This is an optimization exercise on Yosys and OpenROAD, whose aim is small area, not a production implementation.
In this exercise RTL edits were held to simulation tests only and were not proved equivalent to the original.
No driver is modelled on the clock port, so clock power and skew are understated where the tree is cut down; a real chip needs a root buffer or a tree.
No activity file was given, so power comes from the tool's default toggle rates.

==> run a: inputs <==
==> flow/design.v (excerpt) <==
module spi_top (
    input         clk,
    input         rst_n,
    input  [31:0] in_data_A,         
    output [31:0] out_data_B,        
    output [31:0] out_data_A,        
    output        done_A_to_B,       
    output        response_ready,    
    output        done_B_to_A        
);
Settings: LEC_CHECK=0, CAP_MARGIN=0, CORE_MARGIN=2, CORE_UTILIZATION=65, SLEW_MARGIN=0, SYNTH_HIERARCHICAL=1; clock period 5.0 ns.
standard.sh (not shown) runs the stock make flow with config.mk's settings and CLKGATE_MAP_FILE= SYNTH_SCRIPT=/design/flow/synth_recipe.tcl, a recipe that flattens the netlist after the stock synthesis.
==> flow/flow/run.sh <==
#!/bin/bash
# The standard layout, with:
# - the smallest buffer on the ports instead of the resizer's default pick;
# - a clock tree without dummy loads, whose leaves flow/merge_leaves.tcl then
#   merges pairwise into four clkbuf_16s (CTS stops its H-tree at 15 sinks a
#   leaf), driven straight from the clock port.
set -euo pipefail
bash standard.sh \
  "BUFFER_PORTS_ARGS=-buffer_cell sky130_fd_sc_hd__buf_1" \
  "CTS_ARGS=-sink_clustering_enable -repair_clock_nets -dont_use_dummy_load -root_buf sky130_fd_sc_hd__clkbuf_4" \
  "POST_CTS_TCL=$PWD/flow/merge_leaves.tcl" \
  "ABC_LOAD_IN_FF=1" \
  finish > standard.log 2>&1
==> flow/flow/merge_leaves.tcl <==
# Post-CTS: halve the number of clock leaf buffers. TritonCTS stops its H-tree at
# 15 sinks per leaf; for this design two neighbouring leaves fit one clkbuf_16.
# Each leaf buffer is paired with its nearest unpaired neighbour, the pair's
# sinks moved onto one buffer, the other buffer removed, and the kept buffer
# sized up. The leaves stay on the same root, one level down, so every sink
# keeps the same number of buffers on its clock path.
proc clk_leaf_merge { } {
  set block [ord::get_db_block]
  set clknet [$block findNet clk]
  set roots {}
  foreach it [$clknet getITerms] { if {[$it isInputSignal]} { lappend roots [$it getInst] } }
  if {[llength $roots] != 1} { puts "merge: [llength $roots] roots, skipped"; return }
  set root [lindex $roots 0]
  set rootnet [[$root findITerm X] getNet]
  set leaves {}
  foreach it [$rootnet getITerms] {
    if {[$it isInputSignal]} {
      set inst [$it getInst]
      if {![string match *clkbuf* [[$inst getMaster] getName]]} { puts "merge: root drives [[$inst getMaster] getName], skipped"; return }
      lappend leaves $inst
    }
  }
  puts "merge: [llength $leaves] leaves"
  set left $leaves
  while {[llength $left] >= 2} {
    set a [lindex $left 0]
    set left [lrange $left 1 end]
    lassign [$a getLocation] ax ay
    set best -1; set bd 1e18
    for {set i 0} {$i < [llength $left]} {incr i} {
      lassign [[lindex $left $i] getLocation] bx by
      set d [expr {abs($ax-$bx) + abs($ay-$by)}]
      if {$d < $bd} { set bd $d; set best $i }
    }
    set b [lindex $left $best]
    set left [lreplace $left $best $best]
    set na [[$a findITerm X] getNet]
    set nb [[$b findITerm X] getNet]
    foreach it [$nb getITerms] {
      if {[$it isInputSignal]} { $it disconnect; $it connect $na }
    }
    # move the kept buffer to the middle of the pair
    lassign [$b getLocation] bx by
    $a setLocation [expr {($ax+$bx)/2}] [expr {($ay+$by)/2}]
    [$b findITerm A] disconnect
    odb::dbInst_destroy $b
    odb::dbNet_destroy $nb
    replace_cell [get_cells [$a getName]] sky130_fd_sc_hd__clkbuf_16
  }
}
proc clk_root_drop { } {
  set block [ord::get_db_block]
  set clknet [$block findNet clk]
  set roots {}
  foreach it [$clknet getITerms] { if {[$it isInputSignal]} { lappend roots [$it getInst] } }
  if {[llength $roots] != 1} { return }
  set root [lindex $roots 0]
  set rootnet [[$root findITerm X] getNet]
  set loads {}
  foreach it [$rootnet getITerms] { if {[$it isInputSignal]} { lappend loads $it } }
  if {[llength $loads] > 4} { puts "drop: [llength $loads] leaves, root kept"; return }
  foreach it $loads { $it disconnect; $it connect $clknet }
  [$root findITerm A] disconnect
  odb::dbInst_destroy $root
  odb::dbNet_destroy $rootnet
  puts "drop: root removed, clk drives [llength $loads] leaves"
}
clk_leaf_merge
clk_root_drop
detailed_placement
estimate_parasitics -placement
==> run b: changes against run a <==
--- a/flow/flow/run.sh
+++ b/flow/flow/run.sh
@@ -4,4 +4,6 @@
 # - a clock tree without dummy loads, whose leaves flow/merge_leaves.tcl then
-#   merges pairwise into four clkbuf_16s (CTS stops its H-tree at 15 sinks a
-#   leaf), driven straight from the clock port.
+#   merges pairwise into clkbuf_16s (CTS stops its H-tree at 15 sinks a leaf);
+# - ABC told that a cell output drives 1 fF, not 5, so it keeps the one-cell
+#   modules of rtl/spi_top.v at drive strength 1 (sizing is left to the
+#   resizer, which sees the real loads).
 set -euo pipefail
--- a/flow/flow/merge_leaves.tcl
+++ b/flow/flow/merge_leaves.tcl
@@ -50,21 +50,3 @@
 }
-proc clk_root_drop { } {
-  set block [ord::get_db_block]
-  set clknet [$block findNet clk]
-  set roots {}
-  foreach it [$clknet getITerms] { if {[$it isInputSignal]} { lappend roots [$it getInst] } }
-  if {[llength $roots] != 1} { return }
-  set root [lindex $roots 0]
-  set rootnet [[$root findITerm X] getNet]
-  set loads {}
-  foreach it [$rootnet getITerms] { if {[$it isInputSignal]} { lappend loads $it } }
-  if {[llength $loads] > 4} { puts "drop: [llength $loads] leaves, root kept"; return }
-  foreach it $loads { $it disconnect; $it connect $clknet }
-  [$root findITerm A] disconnect
-  odb::dbInst_destroy $root
-  odb::dbNet_destroy $rootnet
-  puts "drop: root removed, clk drives [llength $loads] leaves"
-}
 clk_leaf_merge
-clk_root_drop
 detailed_placement
CAP_MARGIN = 20   (was 0)
SLEW_MARGIN = 20   (was 0)
==> run_results.csv <==
group,metric,value,unit
power,powerComb,0.0434,mW
cells_and_area,final-nonclk-buf-share,10.1,%
critical_path,crit_end,"tx[18]$_DFF_P_",
status,status,"finished clean",
cells_and_area,drive_gt1_share,3.76,%
critical_path,critPathMaxStageDelay,0.78,ns
the above is filed under run b

==> run_results.csv <==
group,metric,value,unit
cells_and_area,seq-cell-share,56.4,%
status,status,"finished clean",
critical_path,critPathMaxStageDelay,1.01,ns
cells_and_area,final-nonclk-buf-share,9.27,%
routing,wl,8.56,mm
cells_and_area,drive_gt1_share,3.03,%
critical_path,crit_end,"rx[1]$_DFF_PN0_",
the above is filed under run a

==> separate check: timing with driven ports <==
Ports are ideal in the flow. The routed layouts listed here were re-timed in OpenROAD.
Step 1, drivers: a clkbuf_16 drives clk and a buf_2 each remaining input, both assumed.
Step 2 times the ports against the registers' clock, not the clock port: input delays grow and output delays shrink by t, the midpoint of the rising clock arrivals with the driver on.
Slacks: ideal / step 1 / step 2; pairs: ideal / step 1.
| run | shift t [ns] | setup slack, ns | worst setup path after step 2 | slew at the worst register clock pin (ns) | worst data-port slew with drivers (ns) |
|---|---|---|---|---|---|
| run a | 0.229 | 2.026 / 2.026 / 2.026 | register to register | 0.10 / 0.10 | 0.05 |
| run b | 0.452 | 2.182 / 2.182 / 2.182 | register to register | 0.10 / 0.10 | 0.05 |
After both steps every run listed still meets setup and hold.
